What follows belongs to an exercise in optimizing a design on an open flow for a short achievable clock period and few clock cycles; a production flow would make more cautious choices. In this exercise RTL edits were held to simulation tests only and were not proved equivalent to the original. No activity file was given, so power comes from the tool's default toggle rates.

==> inputs of run a <==
==> flow/design.v (excerpt) <==
module Top(clk, reset, imem_addr, imem_data, dmem_addr, dmem_wdata, dmem_we,
dmem_rdata, halted);
input clk, reset;
output [31:0] imem_addr;
input [31:0] imem_data;
output [31:0] dmem_addr, dmem_wdata;
output dmem_we;
input [31:0] dmem_rdata;
output halted;
reg [31:0] pc;
reg        halted_q;
reg        e_v;
reg [31:0] e_A, e_B, e_imm, e_alt;
reg        e_abs;
reg [8:0]  e_fn;           
reg        e_br, e_pred, e_wr, e_load, e_store, e_noop;
reg [1:0]  e_bc;           
reg [4:0]  e_dst;
reg        m_wr, m_load, m_store, m_redir;
reg [31:0] m_alt;
reg [4:0]  m_dst;
reg [31:0] m_res, m_addr, m_wdata;
reg [31:0] rf [0:31];
assign imem_addr  = pc;
assign dmem_addr  = m_addr;
assign dmem_wdata = m_wdata;
assign dmem_we    = m_store;
assign halted     = halted_q;
wire [31:0] ins = imem_data;
wire [5:0] op = ins[31:26];
wire [4:0] fa = ins[25:21];
wire [4:0] fb = ins[20:16];
wire [4:0] fc = ins[15:11];
wire [15:0] im = ins[15:0];
wire [31:0] ze = {16'h0, im};
wire f_alur = (op[5:3] == 3'b010);
wire f_alui = (op[5:3] == 3'b110);
wire f_br   = (op[5:2] == 4'b1000);
wire f_li   = (op == 6'b111001);
wire f_lui  = (op == 6'b111010);
wire f_lwi  = (op == 6'b111011);
wire f_swi  = (op == 6'b111100);
wire f_lw   = (op == 6'b111101);
wire f_sw   = (op == 6'b111110);
wire f_j    = (op == 6'b000001);
wire f_jal  = (op == 6'b000010);
wire f_noop = (op == 6'b000000);
wire f_same = (fa == fb);
wire f_pred = f_same ? ((op == 6'b100000) | (op == 6'b100011)) :
              ((op == 6'b100001) |
               (((op == 6'b100010) | (op == 6'b100011)) & im[15]));
wire f_taken = f_j | f_jal | f_pred;
wire f_sx = f_br & im[15];
wire [15:0] f_lo;
wire f_c16;
  ...
clock: 8.5 ns
lec_check: 0
cap_margin: 20
core_margin: 2
core_utilization: 55
place_density: 0.7
setup_slack_margin: 5
slew_margin: 20
synth_hierarchical: 1
run.sh (not shown) runs the stock make flow with config.mk's settings and CLKGATE_MAP_FILE= SYNTH_SCRIPT=/design/flow/synth_recipe.tcl, a recipe that flattens the netlist after the stock synthesis.
==> run b (differences from run a) <==
--- a/flow/design.v
+++ b/flow/design.v
@@ -5,28 +5,29 @@
 output [31:0] imem_addr;
 input [31:0] imem_data;
 output [31:0] dmem_addr, dmem_wdata;
 output dmem_we;
 input [31:0] dmem_rdata;
 output halted;
 reg [31:0] pc;
+reg [31:0] pc_o;    
 reg        halted_q;
 reg        e_v;
 reg [31:0] e_A, e_B, e_imm, e_alt;
 reg        e_abs;
 reg [8:0]  e_fn;           
 reg        e_br, e_pred, e_wr, e_load, e_store, e_noop;
 reg [1:0]  e_bc;           
 reg [4:0]  e_dst;
 reg        m_wr, m_load, m_store, m_redir;
 reg [31:0] m_alt;
 reg [4:0]  m_dst;
 reg [31:0] m_res, m_addr, m_wdata;
 reg [31:0] rf [0:31];
-assign imem_addr  = pc;
+assign imem_addr  = pc_o;
 assign dmem_addr  = m_addr;
 assign dmem_wdata = m_wdata;
 assign dmem_we    = m_store;
 assign halted     = halted_q;
 wire [31:0] ins = imem_data;
 wire [5:0] op = ins[31:26];
 wire [4:0] fa = ins[25:21];
@@ -55,36 +56,51 @@
 wire [15:0] f_lo;
 wire f_c16;
 ks_add #(16) add_t(.a(pc[15:0]), .b(im), .cin(1'b1), .s(f_lo), .cout(f_c16));
 wire [15:0] f_hi0 = pc[31:16];
 wire [15:0] f_hip, f_him;
 inc16 inc_h(.a(pc[31:16]), .y(f_hip));
 dec16 dec_h(.a(pc[31:16]), .y(f_him));
-wire [15:0] f_hi = f_sx ? (f_c16 ? f_hi0 : f_him) : (f_c16 ? f_hip : f_hi0);
+wire [15:0] f_hi_c1 = f_sx ? f_hi0 : f_hip;
+wire [15:0] f_hi_c0 = f_sx ? f_him : f_hi0;
+wire [15:0] f_hi;
+mux #(16) mx_hi(.s(f_c16), .a(f_hi_c1), .b(f_hi_c0), .y(f_hi));
 wire [31:0] f_tgt = {f_hi, f_lo};
 wire [31:0] f_pcp1;
 inc32 inc_p(.a(pc), .y(f_pcp1));
 wire selA_a = f_lui | f_swi | f_br;
 wire useA = f_alur | f_alui | f_lui | f_swi | f_br | f_lw | f_sw;
 wire useB = f_alur | f_br;
 wire f_wr = f_alur | f_alui | f_li | f_lui | f_lwi | f_lw | f_jal;
 wire [4:0] f_dst = f_jal ? 5'd31 : fa;
 wire [31:0] wb = m_load ? dmem_rdata : m_res;
-wire [31:0] rA = (m_wr && m_dst == fa) ? wb : rf[fa];
-wire [31:0] rB = (m_wr && m_dst == fb) ? wb : rf[fb];
-wire [31:0] rC = (m_wr && m_dst == fc) ? wb : rf[fc];
+wire [1023:0] rf_all;
+genvar gi;
+generate
+	for (gi = 0; gi < 32; gi = gi + 1) begin : rfa
+		assign rf_all[32*gi +: 32] = rf[gi];
+	end
+endgenerate
+wire [31:0] rfA, rfB, rfC;
+rf_mux rd_a(.d(rf_all), .sel(fa), .q(rfA));
+rf_mux rd_b(.d(rf_all), .sel(fb), .q(rfB));
+rf_mux rd_c(.d(rf_all), .sel(fc), .q(rfC));
+wire [31:0] rA = (m_wr && m_dst == fa) ? wb : rfA;
+wire [31:0] rB = (m_wr && m_dst == fb) ? wb : rfB;
+wire [31:0] rC = (m_wr && m_dst == fc) ? wb : rfC;
 wire [31:0] opA = selA_a ? rA : rB;
 wire [31:0] opB = f_br ? rB : rC;
 wire e_wv = e_v && e_wr;   
 wire hit_a = e_wv && (e_dst == fa);
 wire hit_b = e_wv && (e_dst == fb);
 wire hit_c = e_wv && (e_dst == fc);
 wire hitA = selA_a ? hit_a : hit_b;
 wire hitB = f_br ? hit_b : hit_c;
-wire stall = e_load && ((useA && hitA) || (useB && hitB));
+wire stall;
+load_use lu(.op(op), .fa(fa), .fb(fb), .fc(fc), .dst(e_dst), .lv(e_v && e_wr && e_load), .stall(stall));
 reg [8:0] f_fn;
 always @(*) begin
 	f_fn = 9'b0;
 	if (f_alur | f_alui)
 		f_fn[op[2:0]] = 1'b1;
 	else if (f_lui)
 		f_fn[4] = 1'b1;
@@ -113,40 +129,51 @@
                         ({32{e_fn[8]}} & B);
 wire [31:0] res = ({32{e_fn[2]}} & sum) |
                   ({32{e_fn[3]}} & dif) |
                   {31'b0, e_fn[7] & lt} |
                   res_early;
 wire e_ok = e_v && !m_redir;
 wire e_beq = e_br && !e_bc[1];
-wire redir_t = e_ok && (e_noop || (e_beq && !e_pred));
-wire redir_n = e_ok && (e_noop || (e_beq && e_pred));
-wire taken_eq = e_bc[0] ? ~eq : eq;
-wire redirect = taken_eq ? redir_t : redir_n;
+wire r_eq1 = m_redir || (e_ok && (e_noop || (e_beq && (e_bc[0] ? e_pred : !e_pred))));
+wire r_eq0 = m_redir || (e_ok && (e_noop || (e_beq && (e_bc[0] ? !e_pred : e_pred))));
+wire redir_any;
+mux #(1) mx_red(.s(eq), .a(r_eq1), .b(r_eq0), .y(redir_any));
 wire taken_lt = e_bc[0] ? (d31 | eq) : d31;
 wire mis_lt = e_ok && e_br && e_bc[1] && (taken_lt != e_pred);
-wire [31:0] f_next = stall ? pc : f_taken ? f_tgt : f_pcp1;
-wire [31:0] pc_t = redir_t ? e_alt : f_next;
-wire [31:0] pc_n = redir_n ? e_alt : f_next;
-wire [31:0] pc_next = m_redir ? m_alt : taken_eq ? pc_t : pc_n;
+wire [31:0] e_target = m_redir ? m_alt : e_alt;
+wire [31:0] o_s, o_ns, oth;
+mux #(32) mx_os(.s(redir_any), .a(e_target), .b(pc), .y(o_s));
+mux #(32) mx_ons(.s(redir_any), .a(e_target), .b(f_pcp1), .y(o_ns));
+wire hold = stall || halted_q;
+mux #(32) mx_oth(.s(hold), .a(o_s), .b(o_ns), .y(oth));
+wire go1 = !r_eq1 && !hold && f_taken;
+wire go0 = !r_eq0 && !hold && f_taken;
+wire go_tgt;
+mux #(1) mx_go(.s(eq), .a(go1), .b(go0), .y(go_tgt));
+wire [31:0] pc_next, pc_o_next;
+mux #(32) mx_pc(.s(go_tgt), .a(f_tgt), .b(oth), .y(pc_next));
+mux #(32) mx_pco(.s(go_tgt), .a(f_tgt), .b(oth), .y(pc_o_next));
+wire [31:0] e_alt_next;
+mux #(32) mx_alt(.s(!f_noop && !f_pred), .a(f_tgt), .b(f_noop ? pc : f_pcp1), .y(e_alt_next));
 always @(posedge clk or posedge reset) begin
 	if (reset) begin
 		pc <= 32'd0;
+		pc_o <= 32'd0;
 		halted_q <= 1'b0;
 		e_v <= 1'b0;
 		m_wr <= 1'b0;
 		m_store <= 1'b0;
 		m_load <= 1'b0;
 		m_redir <= 1'b0;
 	end else begin
-		if (!halted_q) begin
-			pc <= pc_next;
-		end
+		pc <= pc_next;    
+		pc_o <= pc_o_next;
 		if (e_ok && e_noop)
 			halted_q <= 1'b1;
-		e_v <= !stall && !redirect && !m_redir && !halted_q;
+		e_v <= !stall && !redir_any && !halted_q;
 		m_wr <= e_ok && e_wr;
 		m_store <= e_ok && e_store;
 		m_load <= e_ok && e_load;
 		m_redir <= mis_lt;
 	end
 end
 always @(posedge clk) begin
@@ -159,15 +186,15 @@
 	e_bc <= op[1:0];
 	e_pred <= f_pred;
 	e_wr <= f_wr;
 	e_load <= f_lw | f_lwi;
 	e_store <= f_sw | f_swi;
 	e_noop <= f_noop;
 	e_dst <= f_dst;
-	e_alt <= f_noop ? pc : f_pred ? f_pcp1 : f_tgt;
+	e_alt <= e_alt_next;
 	m_dst <= e_dst;
 	m_alt <= e_alt;
 	m_res <= res;
 	m_addr <= e_abs ? e_imm : addr;    
 	m_wdata <= A;
 	if (m_wr)
 		rf[m_dst] <= wb;
@@ -177,51 +204,72 @@
 parameter W = 32;
 input [W-1:0] a, b;
 input cin;
 output [W-1:0] s;
 output c31, cout;
 wire [W-1:0] p0, g0, g1, p1, g2, p2, g3, p3, g4, p4, g5, p5;
 ks_pg #(W) pg(.a(a), .b(b), .cin(cin), .p(p0), .g(g0));
-ks_lvl #(W, 1) l1(.gi(g0), .pi(p0), .go(g1), .po(p1));
-ks_lvl #(W, 2) l2(.gi(g1), .pi(p1), .go(g2), .po(p2));
-ks_lvl #(W, 4) l3(.gi(g2), .pi(p2), .go(g3), .po(p3));
-ks_lvl #(W, 8) l4(.gi(g3), .pi(p3), .go(g4), .po(p4));
+ks_lvl #(W, 1, 0) l1(.gi(g0), .pi(p0), .go(g1), .po(p1));    
+ks_lvl #(W, 2, 1) l2(.gi(g1), .pi(p1), .go(g2), .po(p2));    
+ks_lvl #(W, 4, 0) l3(.gi(g2), .pi(p2), .go(g3), .po(p3));    
+ks_lvl #(W, 8, 1) l4(.gi(g3), .pi(p3), .go(g4), .po(p4));    
+wire [W-1:0] gc;    
 generate
 	if (W > 16) begin : top
-		ks_lvl #(W, 16) l5(.gi(g4), .pi(p4), .go(g5), .po(p5));
+		ks_lvl #(W, 16, 0) l5(.gi(g4), .pi(p4), .go(g5), .po(p5));    
+		ks_sum #(W, 1) sm(.p(p0), .c({g5[W-2:0], ~cin}), .s(s));
+		assign gc = ~g5;
 	end else begin : notop
-		assign g5 = g4;
-		assign p5 = p4;
+		ks_sum #(W, 0) sm(.p(p0), .c({g4[W-2:0], cin}), .s(s));
+		assign gc = g4;
 	end
 endgenerate
-ks_sum #(W) sm(.p(p0), .c({g5[W-2:0], cin}), .s(s));
-assign c31 = g5[W-2];
-assign cout = g5[W-1];
+assign c31 = gc[W-2];
+assign cout = gc[W-1];
 endmodule
 module ks_pg(a, b, cin, p, g);
 parameter W = 32;
 input [W-1:0] a, b;
 input cin;
 output [W-1:0] p, g;
 assign p = a ^ b;
 assign g = (a & b) | {{(W-1){1'b0}}, (a[0] ^ b[0]) & cin};
 endmodule
 module ks_lvl(gi, pi, go, po);
 parameter W = 32;
 parameter D = 1;
+parameter NEG = 0;
 input [W-1:0] gi, pi;
 output [W-1:0] go, po;
-assign go = gi | (pi & {gi[W-1-D:0], {D{1'b0}}});
-assign po = pi & {pi[W-1-D:0], {D{1'b1}}};
+generate
+	if (NEG == 0) begin : t
+		wire [W-1:0] gj = {gi[W-1-D:0], {D{1'b0}}};
+		wire [W-1:0] pj = {pi[W-1-D:0], {D{1'b1}}};
+		assign go = ~(gi | (pi & gj));
+		assign po = ~(pi & pj);
+	end else begin : n
+		wire [W-1:0] gj = {gi[W-1-D:0], {D{1'b1}}};
+		wire [W-1:0] pj = {pi[W-1-D:0], {D{1'b0}}};
+		assign go = ~(gi & (pi | gj));
+		assign po = ~(pi | pj);
+	end
+endgenerate
 endmodule
 module ks_sum(p, c, s);
 parameter W = 32;
+parameter NEG = 0;
 input [W-1:0] p, c;
 output [W-1:0] s;
-assign s = p ^ c;
+generate
+	if (NEG == 0) begin : t
+		assign s = p ^ c;
+	end else begin : n
+		assign s = ~(p ^ c);
+	end
+endgenerate
 endmodule
 module inc32(a, y);
 input [31:0] a;
 output [31:0] y;
 assign y = a + 32'd1;
 endmodule
 module inc16(a, y);
@@ -235,7 +283,37 @@
 assign y = a - 16'd1;
 endmodule
 module eq32(a, b, eq);
 input [31:0] a, b;
 output eq;
 assign eq = (a == b);
 endmodule
+module rf_mux(d, sel, q);
+input [1023:0] d;
+input [4:0] sel;
+output [31:0] q;
+assign q = d[32*sel +: 32];
+endmodule
+module mux(s, a, b, y);
+parameter W = 32;
+input s;
+input [W-1:0] a, b;
+output [W-1:0] y;
+assign y = s ? a : b;
+endmodule
+module load_use(op, fa, fb, fc, dst, lv, stall);
+input [5:0] op;
+input [4:0] fa, fb, fc, dst;
+input lv;
+output stall;
+wire alur = (op[5:3] == 3'b010);
+wire alui = (op[5:3] == 3'b110);
+wire br   = (op[5:2] == 4'b1000);
+wire lui  = (op == 6'b111010);
+wire swi  = (op == 6'b111100);
+wire lw   = (op == 6'b111101);
+wire sw   = (op == 6'b111110);
+wire use_a = lui | swi | br;
+wire use_b = alur | alui | lw | sw | br;
+wire use_c = alur;
+assign stall = lv & ((use_a & (fa == dst)) | (use_b & (fb == dst)) | (use_c & (fc == dst)));
+endmodule
==> flow/flow/run.sh (new file) <==
#!/bin/bash
set -euo pipefail
cd "$(dirname "$0")/.."
bash standard.sh SETUP_SLACK_MARGIN=6.5 finish > standard_make.log 2>&1
==> flow/standard.sh (new file) <==
#!/bin/bash
# synth_recipe.tcl (not shown) runs the flow's synth.tcl, then flattens the netlist and writes it again
# the make line also repeats each setting of config.mk as NAME=value (left out here)
make -C /OpenROAD-flow-scripts/flow DESIGN_CONFIG=/design/flow/config.mk WORK_HOME=/design/flow/orfs CLKGATE_MAP_FILE= SYNTH_SCRIPT=/design/flow/synth_recipe.tcl "${@:-finish}"
removed: flow/run.sh
==> run c (differences from run a) <==
--- a/flow/design.v
+++ b/flow/design.v
@@ -48,25 +48,21 @@
 wire f_noop = (op == 6'b000000);
 wire f_same = (fa == fb);
 wire f_pred = f_same ? ((op == 6'b100000) | (op == 6'b100011)) :
               ((op == 6'b100001) |
                (((op == 6'b100010) | (op == 6'b100011)) & im[15]));
 wire f_taken = f_j | f_jal | f_pred;
 wire f_sx = f_br & im[15];
-wire [15:0] f_lo;
-wire f_c16;
-ks_add #(16) add_t(.a(pc[15:0]), .b(im), .cin(1'b1), .s(f_lo), .cout(f_c16));
+wire [17:0] f_lo = {1'b0, pc[15:0], 1'b1} + {1'b0, im, 1'b1};
 wire [15:0] f_hi0 = pc[31:16];
-wire [15:0] f_hip, f_him;
-inc16 inc_h(.a(pc[31:16]), .y(f_hip));
-dec16 dec_h(.a(pc[31:16]), .y(f_him));
-wire [15:0] f_hi = f_sx ? (f_c16 ? f_hi0 : f_him) : (f_c16 ? f_hip : f_hi0);
-wire [31:0] f_tgt = {f_hi, f_lo};
-wire [31:0] f_pcp1;
-inc32 inc_p(.a(pc), .y(f_pcp1));
+wire [15:0] f_hip = pc[31:16] + 16'd1;
+wire [15:0] f_him = pc[31:16] - 16'd1;
+wire [15:0] f_hi = f_sx ? (f_lo[17] ? f_hi0 : f_him) : (f_lo[17] ? f_hip : f_hi0);
+wire [31:0] f_tgt = {f_hi, f_lo[16:1]};
+wire [31:0] f_pcp1 = pc + 32'd1;
 wire selA_a = f_lui | f_swi | f_br;
 wire useA = f_alur | f_alui | f_lui | f_swi | f_br | f_lw | f_sw;
 wire useB = f_alur | f_br;
 wire f_wr = f_alur | f_alui | f_li | f_lui | f_lwi | f_lw | f_jal;
 wire [4:0] f_dst = f_jal ? 5'd31 : fa;
 wire [31:0] wb = m_load ? dmem_rdata : m_res;
 wire [31:0] rA = (m_wr && m_dst == fa) ? wb : rf[fa];
@@ -94,19 +90,18 @@
 wire [31:0] Bval = useB  ? opB :
                    f_lui ? {im, 16'h0} :
                    f_jal ? f_pcp1 : ze;
 wire [31:0] A = e_A;
 wire [31:0] B = e_B;
 wire [31:0] sum, dif, addr;
 wire dif_c31;
-ks_add #(32) add_s(.a(A), .b(B), .cin(1'b0), .s(sum), .c31(), .cout());
-ks_add #(32) add_d(.a(A), .b(~B), .cin(1'b1), .s(dif), .c31(dif_c31), .cout());
-ks_add #(32) add_a(.a(A), .b(e_imm), .cin(1'b0), .s(addr), .c31(), .cout());
-wire eq;
-eq32 cmp(.a(A), .b(B), .eq(eq));
+ks_add32 add_s(.a(A), .b(B), .cin(1'b0), .s(sum), .c31());
+ks_add32 add_d(.a(A), .b(~B), .cin(1'b1), .s(dif), .c31(dif_c31));
+ks_add32 add_a(.a(A), .b(e_imm), .cin(1'b0), .s(addr), .c31());
+wire eq = ~|(A ^ B);
 wire d31 = A[31] ^ ~B[31] ^ dif_c31;
 wire lt = (A[31] ^ B[31]) ? A[31] : d31;
 wire [31:0] res_early = ({32{e_fn[0]}} & A) |
                         ({32{e_fn[1]}} & ~A) |
                         ({32{e_fn[4]}} & (A | B)) |
                         ({32{e_fn[5]}} & (A & B)) |
                         ({32{e_fn[6]}} & (A ^ B)) |
@@ -169,73 +164,16 @@
 	m_res <= res;
 	m_addr <= e_abs ? e_imm : addr;    
 	m_wdata <= A;
 	if (m_wr)
 		rf[m_dst] <= wb;
 end
 endmodule
-module ks_add(a, b, cin, s, c31, cout);
-parameter W = 32;
-input [W-1:0] a, b;
+module ks_add32(a, b, cin, s, c31);
+input [31:0] a, b;
 input cin;
-output [W-1:0] s;
-output c31, cout;
-wire [W-1:0] p0, g0, g1, p1, g2, p2, g3, p3, g4, p4, g5, p5;
-ks_pg #(W) pg(.a(a), .b(b), .cin(cin), .p(p0), .g(g0));
-ks_lvl #(W, 1) l1(.gi(g0), .pi(p0), .go(g1), .po(p1));
-ks_lvl #(W, 2) l2(.gi(g1), .pi(p1), .go(g2), .po(p2));
-ks_lvl #(W, 4) l3(.gi(g2), .pi(p2), .go(g3), .po(p3));
-ks_lvl #(W, 8) l4(.gi(g3), .pi(p3), .go(g4), .po(p4));
-generate
-	if (W > 16) begin : top
-		ks_lvl #(W, 16) l5(.gi(g4), .pi(p4), .go(g5), .po(p5));
-	end else begin : notop
-		assign g5 = g4;
-		assign p5 = p4;
-	end
-endgenerate
-ks_sum #(W) sm(.p(p0), .c({g5[W-2:0], cin}), .s(s));
-assign c31 = g5[W-2];
-assign cout = g5[W-1];
+output [31:0] s;
+output c31;
+wire [32:0] t = {1'b0, a} + {1'b0, b} + {32'b0, cin};
+assign s = t[31:0];
+assign c31 = s[31] ^ a[31] ^ b[31];
 endmodule
-module ks_pg(a, b, cin, p, g);
-parameter W = 32;
-input [W-1:0] a, b;
-input cin;
-output [W-1:0] p, g;
-assign p = a ^ b;
-assign g = (a & b) | {{(W-1){1'b0}}, (a[0] ^ b[0]) & cin};
-endmodule
-module ks_lvl(gi, pi, go, po);
-parameter W = 32;
-parameter D = 1;
-input [W-1:0] gi, pi;
-output [W-1:0] go, po;
-assign go = gi | (pi & {gi[W-1-D:0], {D{1'b0}}});
-assign po = pi & {pi[W-1-D:0], {D{1'b1}}};
-endmodule
-module ks_sum(p, c, s);
-parameter W = 32;
-input [W-1:0] p, c;
-output [W-1:0] s;
-assign s = p ^ c;
-endmodule
-module inc32(a, y);
-input [31:0] a;
-output [31:0] y;
-assign y = a + 32'd1;
-endmodule
-module inc16(a, y);
-input [15:0] a;
-output [15:0] y;
-assign y = a + 16'd1;
-endmodule
-module dec16(a, y);
-input [15:0] a;
-output [15:0] y;
-assign y = a - 16'd1;
-endmodule
-module eq32(a, b, eq);
-input [31:0] a, b;
-output eq;
-assign eq = (a == b);
-endmodule
==> flow/config.mk (replaced) <==
export PLATFORM = sky130hd
export DESIGN_NAME = Top
export DESIGN_NICKNAME = Top
export VERILOG_FILES = /design/flow/design.v
export SDC_FILE = /design/flow/constraint.sdc
export NUM_CORES = 4
export LEC_CHECK = 0
export ABC_CLOCK_PERIOD_IN_PS = 500
export CAP_MARGIN = 20
export CORE_MARGIN = 2
export CORE_UTILIZATION = 40
export PLACE_DENSITY = 0.6
export SETUP_SLACK_MARGIN = 5
export SLEW_MARGIN = 20
==> notes.md <==
metric	run b	run c	run a
Result of the run	timing/DRC/antenna clean	timing/DRC/antenna clean	timing/DRC/antenna clean
Worst setup path endpoint	e_B[0]$_DFF_P_	pc[29]$_DFFE_PP0N_	e_A[15]$_DFF_P_
DRC violation total after the first TritonRoute iteration	16700	8613	10150
Vertical die dimension	397.3 um	437.7 um	386.7 um
Number of buffers and inverters on the critical path	5	6	2
Detail Route met3 WL	75870 um	37130 um	45230 um
Power of the combinational group	9.31 mW	5.36 mW	5.50 mW
Transition at the pin with the smallest max-transition slack	1.235 ns	1.150 ns	1.214 ns
Source of the critical timing path	imem_data[11]	imem_data[0]	imem_data[27]
Multi-input comb cells	5605	3132	3673
Most repeated library cell on the critical path	sky130_fd_sc_hd__buf_12	sky130_fd_sc_hd__buf_12	-
Sequential cell area	38220 sq um	37220 sq um	37150 sq um
TAP cells	2044	2495	1917
Met3 Resource Use GR	24.95%	7.476%	13.71%
Layout cell share with drive strength beyond 1	35.53%	39.21%	29.36%
Worst reg2reg setup slack	5.36 ns	4.88 ns	5.01 ns
Clock group power	6.63 mW	6.75 mW	6.08 mW
Fin crit period	3.364 ns	3.975 ns	3.551 ns
Maximum achievable frequency	297.3 MHz	251.6 MHz	281.6 MHz
Worst IR drop on VDD	237.1 uV	208.4 uV	217.0 uV
FILL cells	9196	15530	10570
Routed metal-1 wire length	135200 um	104700 um	99190 um
Non-clk invs	238	162	111
Avg WL per Cell	39.97 um	36.81 um	38.52 um
Critical path arrival	4.06 ns	4.66 ns	4.24 ns
DR vias/cell	7.705	6.882	7.509
Leakage	45.79 nW	31.03 nW	33.80 nW
Testbench counts of run a, summed over its fixed seeds: cycles 25,441.
Testbench counts of run b, summed over its fixed seeds: cycles 25,441.
Testbench counts of run c, summed over its fixed seeds: cycles 25,441.

-- static timing again, ports no longer ideal --
The results above use ideal ports. As a check the final layouts listed here were re-extracted and re-timed, cells and wires unchanged.
Step 1 (the two cells are an assumption about what drives the block):
set clk [get_ports {clk}]
set_driving_cell -lib_cell sky130_fd_sc_hd__clkbuf_16 $clk
set_driving_cell -lib_cell sky130_fd_sc_hd__buf_2 [delete_from_list [all_inputs] $clk]
Step 2, shift: input delay + t, output delay - t, t = (earliest + latest rising clock arrival at the registers) / 2. This alone moves slack from input paths to output paths.
Slacks: ideal ports / drivers / drivers and shift; pairs: ideal ports / drivers.
run	shift t [ns]	setup slack, ns	worst slew at a driven data input, ns	cell pins on the clock port's net
run a	0.890	4.949 / 4.647 / 3.757	0.48	1
run b	0.927	5.136 / 4.903 / 3.976	0.42	1
run c	0.895	4.525 / 4.530 / 3.636	0.36	1
After both steps every run listed still meets setup and hold. For run a, which loses most, drivers alone change the setup slack by -0.302 ns; drivers and shift together by -1.192 ns.
